What follows belongs to an exercise in optimizing a design on an open flow for small area, a short achievable clock period and few clock cycles per item; a production flow would make more cautious choices. Function was checked by simulation only, so behaviour that the tests miss may differ from the original. Power figures rest on the tool's default switching activity, not on a simulated workload.

red:
Design cubroot_add_system, start of the top module:
module cubroot_add_system (
    input clk_i,
    input rst_i,
    input start_i,
    input [7:0] a_bi,
    input [7:0] b_bi,
    output busy_o,
    output reg [15:0] result
);
Size: about 260 cells after synthesis, ~1700 µm² of cells after synthesis.
export LEC_CHECK = 0
export ABC_AREA = 1
export CAP_MARGIN = 20
export CORE_MARGIN = 2
export CORE_UTILIZATION = 60
export CTS_BUF_LIST = sky130_fd_sc_hd__clkbuf_4
export SETUP_SLACK_MARGIN = 2.0
export SLEW_MARGIN = 20
create_clock -name core_clock -period 5.0 [get_ports {clk_i}]
standard.sh (not shown) runs the stock make flow with config.mk's settings and CLKGATE_MAP_FILE= SYNTH_SCRIPT=/design/flow/synth_recipe.tcl, a recipe that flattens the netlist after the stock synthesis.
==> flow/flow/run.sh <==
#!/bin/bash
# The standard layout (standard.sh) with three changes:
#  - synthesis leaves full and half adders as plain logic for ABC (no adder
#    cells from ADDER_MAP_FILE),
#  - the final ABC mapping runs flow/abc.script when that file exists,
#  - every port is buffered by sky130_fd_sc_hd__buf_1.
# Each tool's output goes to the ORFS logs under orfs/logs; make's own output
# goes to standard.log here.
set -euo pipefail
here=$(pwd)
export ADDER_MAP_FILE=
export BUFFER_PORTS_ARGS="-buffer_cell sky130_fd_sc_hd__buf_1"
export FLOW_SYNTH_TCL="$here/synth_recipe.tcl"
if [[ -f "$here/flow/abc.script" ]]; then
  export MY_ABC_SCRIPT="$here/flow/abc.script"
  sed "s#SYNTH_SCRIPT=[^ ]*#SYNTH_SCRIPT=$here/flow/synth.tcl#" standard.sh > my_standard.sh
else
  cp standard.sh my_standard.sh
fi
bash my_standard.sh > standard.log 2>&1
==> flow/flow/synth.tcl <==
# The standard flow's synthesis script (synth_recipe.tcl, unchanged) with the final ABC
# mapping run on MY_ABC_SCRIPT instead of ORFS's abc_speed/abc_area script.
proc abc {args} {
  set i [lsearch -exact $args -script]
  if {$i >= 0} { lset args [expr {$i + 1}] $::env(MY_ABC_SCRIPT) }
  yosys abc {*}$args
}
source $::env(FLOW_SYNTH_TCL)
red: PASS, flow complete, no timing, DRC or antenna violations
Testbench counts of red, summed over its fixed seeds: cycles 2,048, items 2,048.
What blue does differently from red at the input level:
==> flow/flow/abc.script (new file) <==
strash
 dch
 map -B 0.5 -G 120
 topo
 stime -c
 buffer -c
 upsize -c
 dnsize -c
diff --git a/flow/config.mk b/flow/config.mk
--- a/flow/config.mk
+++ b/flow/config.mk
@@ -6,9 +6,8 @@
 export NUM_CORES = 4
 export LEC_CHECK = 0
-export ABC_AREA = 1
 export CAP_MARGIN = 20
-export CORE_MARGIN = 2
-export CORE_UTILIZATION = 60
+export CORE_AREA = 2 2 60 60
 export CTS_BUF_LIST = sky130_fd_sc_hd__clkbuf_4
-export SETUP_SLACK_MARGIN = 2.0
+export DIE_AREA = 0 0 62 62
+export SETUP_SLACK_MARGIN = 2.3
 export SLEW_MARGIN = 20
--- outcome ---
Looking at the reports, blue completed the entire flow and the layout it produced met the timing, design-rule and antenna checks.
Lower switching power was reported by red, not blue.
blue against red: leakage power dropped 0.000088 µW; met2 usage in global routing went down 15 points; core utilization moved down; global-route usage -6.0 points.
Modified inputs, green compared to blue
==> flow/config.mk <==
export PLATFORM = sky130hd
export DESIGN_NAME = cubroot_add_system
export DESIGN_NICKNAME = cubroot_add_system
export VERILOG_FILES = /design/flow/design.v
export SDC_FILE = /design/flow/constraint.sdc
export NUM_CORES = 4
export LEC_CHECK = 0
export ABC_AREA = 1
export CAP_MARGIN = 20
export CORE_MARGIN = 2
export CORE_UTILIZATION = 40
export SETUP_SLACK_MARGIN = 2.2
export SLEW_MARGIN = 20
removed: flow/flow/abc.script
Summary of green over blue: total internal power up 8.8%, clock network contribution to total cell area went up, average via count per standard cell lost about 2.8%, final instance area shows an increase of 4.6%.
[compare] base=blue new=green: wire length picked up an extra 200 µm; die area picked up an extra 22%; net count of the mapped netlist picked up an extra 13; worst setup slack after placement picked up an extra 0.028 ns.
Between blue and green, the flow reports die outline width increasing by more than 10%.
Looking at the reports, green completed the entire flow and the layout it produced met the timing, design-rule and antenna checks.

---

Setup of north:
Starting RTL as in the previous note.
Settings: LEC_CHECK=0, CAP_MARGIN=20, CORE_AREA=2 2 60 60, CTS_BUF_LIST=sky130_fd_sc_hd__clkbuf_4, DIE_AREA=0 0 62 62, SETUP_SLACK_MARGIN=2.2, SLEW_MARGIN=20; clock period 5.0 ns.
==> flow/flow/abc.script <==
strash
dch
map -B 0.5 -G 100
topo
stime -c
buffer -c
upsize -c
dnsize -c
Scripts as last shown in full above: flow/flow/run.sh, flow/flow/synth.tcl
Testbench counts of north, summed over its fixed seeds: cycles 2,048, items 2,048.
Edits applied to the flow inputs when going from north to south:
- an added ABC_AREA of 1
- an added TNS_END_PERCENT of 0
removed: flow/flow/abc.script
### Flow results
From north to south the numbers moved as follows: hold slack decreased by 0.023 ns relative to the old numbers, synthesized cell count increased by 13 relative to the old numbers, met2 layer wire length in the routed design increased by 26% relative to the old numbers, wire length increased by 8.3% relative to the old numbers. Summary of south over north: mean post-synth cell area fell 5.1%; layout net count increased 15; critical path depth grew by 2; total via count after detailed routing grew by 5.2%; areal power density over the cells dropped 1.9%.
## Diff of input files: east against south
- clearing ABC_AREA, which used to be 1
- putting PLACE_DENSITY at 0.5 where nothing was set
- clearing TNS_END_PERCENT, which used to be 0
==> flow/flow/abc.script (new file) <==
strash
 dch
 map -B 0.3 -G 150
 topo
 stime -c
 buffer -c
 upsize -c
 dnsize -c
==> results.txt <==
Taking east as 1.0, south lands at 0.943 on post-detailed-route wirelength per cell.
Diff south -> east | share of total power consumed by net switching | decrease of 0.49 points
Wire length of the first global-routing pass (east / south): 1.07
Global-route usage (east over south): increase, 0.49 points
Looking at via count, east sits below south.
In terms of proportion of cell area occupied by registers, south and east differ only marginally.
Combinational share of power (east over south): increase, 2.0 points
Setup changes, east to west
- GPL_TIMING_DRIVEN newly set to 0
==> flow/flow/abc.script <==
strash
 dch
 map -B 0.5 -G 120
 topo
 stime -c
 buffer -c
 upsize -c
 dnsize -c
### Flow results
- [compare] base=east new=west: routability congestion estimate from global placement decreased by about 6% relative to the old numbers; via count of the routed design increased by 6.7% relative to the old numbers; global-route usage decreased by 0.66 points relative to the old numbers; number of global-route vias before repair increased by 45 relative to the old numbers; detailed router's first-iteration violation count increased by 72% relative to the old numbers.
- Compared with east, west shows cell count after synthesis higher by 9.
- west vs. east: first-pass GRT wire length went down by about 3.4%.
- When west is measured against east, its cell count turns out 21 higher.
For middle, these inputs were changed with respect to west:
- GPL_TIMING_DRIVEN no longer set, was 0
Results
middle ended with every stage complete and zero timing, DRC or antenna violations.
Relative to west, clock-cell share of area increased by 0.16 points in middle.
Compared with west, middle is the less power-hungry design.
On middle: core utilization is 6.7 points lower than what west gave.
Changes observed in middle relative to west: layout-stage area growth over the synthesis result lost 14 points; met3 routed wirelength lost 43 µm.

re-timing with driven ports:
No port has a modelled driver above. Below, the same layouts with a new extraction and two added sets of constraints. Step 1 sets driving cells, clkbuf_16 on the clock port and buf_2 on the other inputs (assumed; they add their load-dependent delay and slew). Step 2, shift: input delay + t, output delay - t, t = (earliest + latest rising clock arrival at the registers) / 2. This alone moves slack from input paths to output paths. a / b / c = ideal ports / drivers / drivers and shift; a / b = the first two.
run	t, ns	setup WS [ns]	worst setup path after step 2	latest minus earliest clock arrival (ns)	cell pins on the clock port's net
red	0.303	2.276 / 2.274 / 1.970	input to register	0.002 / 0.001	1
blue	0.281	2.476 / 2.474 / 2.193	input to register	0.003 / 0.003	1
green	0.270	2.426 / 2.425 / 2.156	input to register	0.001 / 0.001	1
north	0.292	2.449 / 2.451 / 2.159	input to register	0.006 / 0.006	1
south	0.304	2.421 / 2.422 / 2.117	input to register	0.007 / 0.007	1
east	0.289	2.437 / 2.434 / 2.145	input to register	0.008 / 0.008	1
west	0.289	2.354 / 2.350 / 2.061	input to register	0.001 / 0.001	1
middle	0.295	2.465 / 2.466 / 2.171	input to register	0.002 / 0.002	1
After both steps setup and hold are still met in every run listed. The setup slack of red, which loses most, moves by -0.002 ns with the drivers and by -0.306 ns with both steps.
